What follows belongs to an exercise in optimizing a design on an open flow for small area; a production flow would make more cautious choices. Where RTL was checked, it was by simulation tests only, not by an equivalence proof against the original. The clock port is modelled as an ideal driver; clocking choices that lean on that would not hold on a real chip.

==> flow/design.v (excerpt) <==
module mips(
	input clk, reset,
	output [31:0] instr_addr,
	input [31:0] instr_in,
	output [31:0] data_addr,
	input [31:0] data_in,
	output logic [31:0] data_out,
	output logic [1:0] data_access_size,
	output data_rd_wr);
Settings: LEC_CHECK=0, CAP_MARGIN=20, CORE_MARGIN=2, CORE_UTILIZATION=65, CTS_BUF_LIST=sky130_fd_sc_hd__clkbuf_16, CTS_CLUSTER_DIAMETER=100, CTS_CLUSTER_SIZE=25, PLACE_DENSITY=0.8, SLEW_MARGIN=20; clock period 15.0 ns.
standard.sh (not shown) runs the stock make flow with config.mk's settings and CLKGATE_MAP_FILE= SYNTH_SCRIPT=/design/flow/synth_recipe.tcl, a recipe that flattens the netlist after the stock synthesis.
==> flow/flow/run.sh <==
#!/bin/bash
# The standard layout (standard.sh), with these ORFS settings changed
# through the environment:
#  - synthesis maps logic with an area-oriented ABC script (flow/abc_area.script,
#    used in place of ORFS's abc_speed.script in a copy of ORFS's scripts
#    folder); everything else in synthesis is unchanged, so the registers are
#    the standard synthesis's
#  - ports are buffered with buf_1 cells instead of clkdlybuf4s50_1
#  - clock tree: sink clusters of up to 32 flip-flops, each driven by a
#    clkbuf_16, and no dummy loads
# standard.sh's full output goes to standard.log in this folder; ORFS's own
# per-step logs stay under orfs/logs.
set -o pipefail
rm -rf scripts_abc
cp -r "$FLOW_HOME/scripts" scripts_abc
cp flow/abc_area.script scripts_abc/abc_speed.script
export SCRIPTS_DIR="$PWD/scripts_abc"
export BUFFER_PORTS_ARGS="-buffer_cell sky130_fd_sc_hd__buf_1"
export CTS_ARGS="-sink_clustering_enable -repair_clock_nets -dont_use_dummy_load -sink_clustering_size 32 -sink_clustering_max_diameter 90 -buf_list sky130_fd_sc_hd__clkbuf_16"
bash standard.sh > standard.log 2>&1
==> flow/flow/abc_area.script <==
&get -n
&st
&dch
&nf -R 1000 -p -F 16 -C 32
&put
topo
dnsize -c
The first run completed with no timing, DRC or antenna violations.
Edit:
--- a/flow/design.v
+++ b/flow/design.v
@@ -131,53 +131,53 @@
 			if (i_jal) b0 = (ph == 2'd0) ? 8'd4 : 8'd0;
 		end
 	end
 	wire cin = (ph == 2'd0) ? sub : c;
 	wire [8:0] sum;
 	rca #(8) u_alu(.a(a), .b(b0), .cin(cin), .s(sum[7:0]), .cout(sum[8]));
 	logic [27:0] P;
-	wire [3:0] d = M[3:0];
+	wire [3:0] d = (r1 && ph == 2'd0) ? rb[3:0] : M[3:0];
 	logic pb;
-	wire first = r1 && ph == 2'd1;
-	wire pbx = first ? 1'b0 : pb;
+	wire pbx = (r1 && ph == 2'd0) ? 1'b0 : pb;
 	wire neg0 = d[1] & ~(d[0] & pbx);
 	wire one0 = d[0] ^ pbx;
 	wire two0 = (d[1] & ~d[0] & ~pbx) | (~d[1] & d[0] & pbx);
 	wire neg1 = d[3] & ~(d[2] & d[1]);
 	wire one1 = d[2] ^ d[1];
 	wire two1 = (d[3] & ~d[2] & ~d[1]) | (~d[3] & d[2] & d[1]);
 	wire [31:0] pp0 = (({32{one0}} & T) | ({32{two0}} & {T[30:0], 1'b0})) ^ {32{neg0}};
 	wire [29:0] pp1 = (({30{one1}} & T[29:0]) | ({30{two1}} & {T[28:0], 1'b0})) ^ {30{neg1}};
 	wire [31:0] csx = {4'd0, P};
 	wire [31:0] csz = {pp1, neg1, neg0};
 	wire [31:0] css = csx ^ pp0 ^ csz;
 	wire [31:0] csc = (csx & pp0) | (csx & csz) | (pp0 & csz);
 	wire [31:0] S;
 	assign S[0] = css[0];
-	wire k19;
-	wire [12:0] sh0, sh1;
-	rca #(18) u_mlo(.a(css[18:1]), .b(csc[17:0]), .cin(neg1), .s(S[18:1]), .cout(k19));
-	rca #(13) u_mh0(.a(css[31:19]), .b(csc[30:18]), .cin(1'b0), .s(sh0), .cout());
-	rca #(13) u_mh1(.a(css[31:19]), .b(csc[30:18]), .cin(1'b1), .s(sh1), .cout());
-	assign S[31:19] = k19 ? sh1 : sh0;
-	wire [3:0] n7 = M[7:4];
-	wire [3:0] p7 = S[7:4] + ({4{n7[0] ^ d[3]}} & T[3:0]) + ({4{n7[0] & d[3]}} & {T[2:0], 1'b0})
-	              + ({4{n7[1]}} & {T[2:0], 1'b0}) + ({4{n7[2]}} & {T[1:0], 2'b0}) + ({4{n7[3]}} & {T[0], 3'b0});
-	wire [7:0] mul_b = (ph == 2'd0) ? M[27:20] :
-	                   (ph == 2'd1) ? M[31:24] :
-	                   (ph == 2'd2) ? {S[3:0], M[31:28]} : {p7, S[3:0]};
+	wire k12, k22_0, k22_1;
+	wire [9:0] sm0, sm1, sh0, sh1;
+	rca #(11) u_mlo(.a(css[11:1]), .b(csc[10:0]), .cin(neg1), .s(S[11:1]), .cout(k12));
+	rca #(10) u_mm0(.a(css[21:12]), .b(csc[20:11]), .cin(1'b0), .s(sm0), .cout(k22_0));
+	rca #(10) u_mm1(.a(css[21:12]), .b(csc[20:11]), .cin(1'b1), .s(sm1), .cout(k22_1));
+	rca #(10) u_mh0(.a(css[31:22]), .b(csc[30:21]), .cin(1'b0), .s(sh0), .cout());
+	rca #(10) u_mh1(.a(css[31:22]), .b(csc[30:21]), .cin(1'b1), .s(sh1), .cout());
+	wire k22 = k12 ? k22_1 : k22_0;
+	assign S[21:12] = k12 ? sm1 : sm0;
+	assign S[31:22] = k22 ? sh1 : sh0;
+	wire [7:0] mul_b = (ph == 2'd0) ? M[23:16] :
+	                   (ph == 2'd1) ? M[27:20] :
+	                   (ph == 2'd2) ? M[31:24] : {S[3:0], M[31:28]};
 	logic [31:0] Mn;
 	always_comb begin
 		Mn = {(i_store ? d : S[3:0]), M[31:4]};
 		if (r1)
 			case (ph)
-				2'd0: Mn[7:0] = rb;
-				2'd1: Mn[11:4] = rb;
-				2'd2: Mn[15:8] = rb;
-				2'd3: Mn[19:12] = rb;
+				2'd0: Mn[3:0] = rb[7:4];
+				2'd1: Mn[7:0] = rb;
+				2'd2: Mn[11:4] = rb;
+				2'd3: Mn[15:8] = rb;
 			endcase
 	end
 	logic f;
 	always_comb begin
 		we = 1'b0;
 		wnum = rt;
 		wdata = sum[7:0];
@@ -201,15 +201,15 @@
 		if (i_mulsh) begin
 			we = r2;
 			wnum = rd;
 			wdata = mul_b;
 		end
 	end
 	assign data_addr = {T[31:2], i_lw ? {~ph[1] ^ ph[0], ph[0]} : T[1:0]};
-	assign data_out = {M[19:0], M[31:20]};
+	assign data_out = {M[15:0], M[31:16]};
 	assign data_access_size = {1'b0, i_sw};
 	assign data_rd_wr = ~(i_store && r2 && ph == 2'd0);
 	always @(posedge clk or posedge reset) begin
 		if (reset) begin
 			ph <= 2'd0;
 			rnd <= 2'd0;
 			pc <= pc_init[11:0];
@@ -222,15 +222,15 @@
 				pc <= i_jump ? {instr_in[9:0], 2'b00} :
 				      (i_jr | (i_beq & f) | (i_bne & ~f)) ? T[11:0] : pc4[11:0];
 		end
 	end
 	always @(posedge clk) begin
 		c <= sum[8];
 		M <= Mn;
-		P <= (r0 | (r1 & ph == 2'd0)) ? 28'd0 : S[31:4];
+		P <= r0 ? 28'd0 : S[31:4];
 		pb <= d[3];
 		if (r0) begin
 			T <= {sum[7:0], T[31:8]};
 			f <= ~sum[8];
 		end
 		else begin
 			if (r1 & (i_arith | i_br))
Result:
- clock-buffer cell count falls by 2
- wire length rises by 1.4%
- via count drops by 0.77%
- cell area came out lower by 0.74%
- synthesized cell count decreases by 1.3%
- utilization goes down by 0.24 points
- area after synthesis drops by 0.84%
- register-to-register slack loses 0.52 ns
- sequential cell count does not change
- setup slack is worse by 1.5 ns
- non-clock buffer count grows by 13
- clock skew is higher by 0.0033 ns
- fmax drops by 10%
- first-iteration DRC count drops by 1.9%
Only the layout flow was run in the first run of this note; the RTL was not checked for function there.

[afterwards: timing with drivers on the ports]
The flow's constraints put no driver on any port. The routed layouts listed below were extracted and timed again, unchanged, in two steps.
Step 1 sets driving cells, clkbuf_16 on the clock port and buf_2 on the other inputs (assumed; they add their load-dependent delay and slew).
Step 2 times the ports against the registers' clock, not the clock port: input delays grow and output delays shrink by t, the midpoint of the rising clock arrivals with the driver on.
a / b / c = no drivers / after step 1 / after step 2; a / b = the first two.
run | t (ns) | slack for setup (ns) | clock arrival spread, ns | worst data-port slew with drivers (ns)
the first run | 0.659 | 2.236 / 2.236 / 2.236 | 0.076 / 0.076 | 0.11
the second run | 0.637 | 0.761 / 0.798 / 0.161 | 0.080 / 0.080 | 0.07
After both steps setup and hold are still met in every run listed. The setup slack of the second run, which loses most, moves by +0.037 ns with the drivers and by -0.600 ns with both steps.
